This is an optimization exercise on Yosys and OpenROAD, whose aim is small area, not a production implementation.
At most, simulation tests tie the RTL to the original design; equivalence was not proved.

==> run a: inputs <==
## cordic_rotation_top
module cordic_rotation_top(
    input clk, input nreset, input enable,
    input signed [15:0] x_vec_in, input signed [15:0] y_vec_in,
    input [19:0] target_angle,
    output wire signed [15:0] x_vec_out, output wire signed [15:0] y_vec_out,
    output reg done);
make LEC_CHECK=0 ABC_AREA=1 CAP_MARGIN=20 CORE_MARGIN=2 CORE_UTILIZATION=40 PLACE_DENSITY=0.6 SLEW_MARGIN=20 finish   # period 6.0 ns
run.sh (not shown) runs the stock make flow with config.mk's settings and CLKGATE_MAP_FILE= SYNTH_SCRIPT=/design/flow/synth_recipe.tcl, a recipe that flattens the netlist after the stock synthesis.
==> run b (differences from run a) <==
- CORE_UTILIZATION: 40 -> 60
- CTS_BUF_LIST: unset -> sky130_fd_sc_hd__clkbuf_4 sky130_fd_sc_hd__clkbuf_8
- PLACE_DENSITY: 0.6 -> 0.7
==> run c (differences from run a) <==
--- a/flow/design.v
+++ b/flow/design.v
@@ -171,32 +171,32 @@
     reg [15:0] y14_p8;
     reg [0:0] dd14_p8;
     wire [15:0] ysh14;
     wire [15:0] xsh14;
     wire [15:0] yop14;
     wire [15:0] xop14;
     wire [15:0] x15;
     wire [15:0] y15;
+    reg [15:0] x15_p9;
     wire [23:0] mxa;
     wire [23:0] mxb;
     wire [23:0] mx5;
     wire [23:0] mxc;
     wire [23:0] mxd;
     wire [23:0] mx155;
     wire [15:0] mxo;
-    reg [15:0] mxo_p9;
+    reg [15:0] y15_p9;
     wire [23:0] mya;
     wire [23:0] myb;
     wire [23:0] my5;
     wire [23:0] myc;
     wire [23:0] myd;
     wire [23:0] my155;
     wire [15:0] myo;
-    reg [15:0] myo_p9;
     reg [8:0] vld;
     assign t_ge4 = $signed(target_angle) >= $signed(20'h04000);
     assign t_geC = $signed(target_angle) >= $signed(20'h0C000);
     assign t_le4 = $signed(target_angle) <= -$signed(20'h04000);
     assign t_leC = $signed(target_angle) <= -$signed(20'h0C000);
     assign negv = (t_ge4 & ~t_geC) | (t_le4 & ~t_leC);
     assign tpre = t_ge4 ? (t_geC ? target_angle - 20'h10000 : target_angle - 20'h08000) : t_le4 ? (t_leC ? target_angle + 20'h10000 : target_angle + 20'h08000) : target_angle;
     assign big_pos = $signed(tpre) > $signed(20'd18177);
@@ -321,32 +321,32 @@
     assign x14 = x13 + yop13 + {15'd0,~dd13_p7};
     assign y14 = y13 + xop13 + {15'd0,dd13_p7};
     assign ysh14 = $signed(y14_p8) >>> 14;
     assign xsh14 = $signed(x14_p8) >>> 14;
     assign yop14 = ysh14 ^ {16{~dd14_p8}};
     assign xop14 = xsh14 ^ {16{dd14_p8}};
     assign x15 = x14_p8 + yop14 + {15'd0,~dd14_p8};
     assign y15 = y14_p8 + xop14 + {15'd0,dd14_p8};
-    assign mxa = {{8{x15[15]}},x15};
-    assign mxb = {{6{x15[15]}},x15,2'b00};
+    assign mxa = {{8{x15_p9[15]}},x15_p9};
+    assign mxb = {{6{x15_p9[15]}},x15_p9,2'b00};
     assign mx5 = mxa + mxb + {23'd0,1'b0};
     assign mxc = {mx5[18:0],5'b0};
     assign mxd = ~mx5;
     assign mx155 = mxc + mxd + {23'd0,1'b1};
     assign mxo = mx155[23:8];
-    assign mya = {{8{y15[15]}},y15};
-    assign myb = {{6{y15[15]}},y15,2'b00};
+    assign mya = {{8{y15_p9[15]}},y15_p9};
+    assign myb = {{6{y15_p9[15]}},y15_p9,2'b00};
     assign my5 = mya + myb + {23'd0,1'b0};
     assign myc = {my5[18:0],5'b0};
     assign myd = ~my5;
     assign my155 = myc + myd + {23'd0,1'b1};
     assign myo = my155[23:8];
-    assign x_vec_out = mxo_p9;
-    assign y_vec_out = myo_p9;
+    assign x_vec_out = mxo;
+    assign y_vec_out = myo;
     always @(posedge clk) begin
         q2_p1 <= q2;
         q4_p2 <= q4;
         q6_p3 <= q6;
         q8_p4 <= q8;
         q10_p5 <= q10;
         q12_p6 <= q12;
         q14_p7 <= q14;
@@ -376,18 +376,18 @@
         dd11_p6 <= dd11;
         x12_p7 <= x12;
         y12_p7 <= y12;
         dd12_p7 <= dd12;
         dd13_p7 <= dd13;
         x14_p8 <= x14;
         y14_p8 <= y14;
         dd14_p8 <= dd14;
-        mxo_p9 <= mxo;
-        myo_p9 <= myo;
+        x15_p9 <= x15;
+        y15_p9 <= y15;
     end
     always @(posedge clk) begin
         vld[0] <= nreset & enable;
         vld[1] <= nreset & vld[0];
         vld[2] <= nreset & vld[1];
         vld[3] <= nreset & vld[2];
         vld[4] <= nreset & vld[3];
         vld[5] <= nreset & vld[4];
==> notes.md <==
| item | run c | run b | run a |
|---|---|---|---|
| Result of the run | complete, but fails checks | complete, no violations | complete, no violations |
| Layout check failures | negative setup slack | - | - |
| Unrepaired setup endpoints after global routing | yes | - | yes |
| Timing endpoint of the critical path | y_vec_out[14] | mxo_p9[14]$_DFF_P_ | myo_p9[14]$_DFF_P_ |
| Share of final-layout standard cells stronger than drive strength 1 | 7.74% | 7.03% | 5.86% |
| Setup crit end kind | output port | flip-flop | flip-flop |
| Most frequent cell on the critical path | a21oi_2 | inv_1 | - |
| Inverters | 701 | 662 | 662 |
| Final setup margin | -81.8 ps | 275 ps | 342 ps |
| Met3 GRT Util | 1.79% | 3.32% | 2.13% |
| CTS Root Buffer Type | clkbuf_16 | clkbuf_8 | clkbuf_16 |
| Final-layout clock-cell area share | 3.72% | 4.00% | 4.31% |
| Initial standard-cell utilization of the core | 40.3% | 60.6% | 40.3% |
| Global-route met2 utilization | 31.2% | 41.5% | 29.3% |
| FF-to-FF path depth | 38 | 37 | 34 |
| Final Instance Area | 0.0403 mm² | 0.0392 mm² | 0.0397 mm² |
| Clock skew after layout | 20.2 ps | 33.9 ps | 34.4 ps |
| Overall via count from detail_route | 28200 | 27600 | 27200 |
Only the layout flow was run in run c; the RTL was not checked for function there.

[re-timing with driven ports]
The flow's constraints put no driver on any port. The routed layouts listed below were extracted and timed again, unchanged, in two steps. Step 1: set_driving_cell puts a clkbuf_16 on clk and a buf_2 on each other input, an assumption about the parent block. Step 2 moves the port delays by t, midway between the first and last clock arrival at a register: inputs arrive t later, outputs are due t later. That takes back most of the time a late clock gives input paths. a / b / c = ideal ports / drivers / drivers and shift; a / b = the first two.
| run | t (ns) | slack for setup (ns) | hold slack, ns | worst setup path at the end | worst data-port slew with drivers (ns) |
|---|---|---|---|---|---|
| run a | 0.680 | 0.342 / 0.342 / 0.081 | 0.324 / 0.324 / 0.324 | input to register | 0.06 |
| run b | 0.703 | 0.275 / 0.275 / 0.061 | 0.327 / 0.327 / 0.327 | input to register | 0.04 |
| run c | 0.643 | -0.082 / -0.142 / 0.088 | 0.327 / 0.327 / 0.327 | input to register | 0.05 |
The setup slack of run a, which loses most, moves by 0.000 ns with the drivers and by -0.261 ns with both steps.
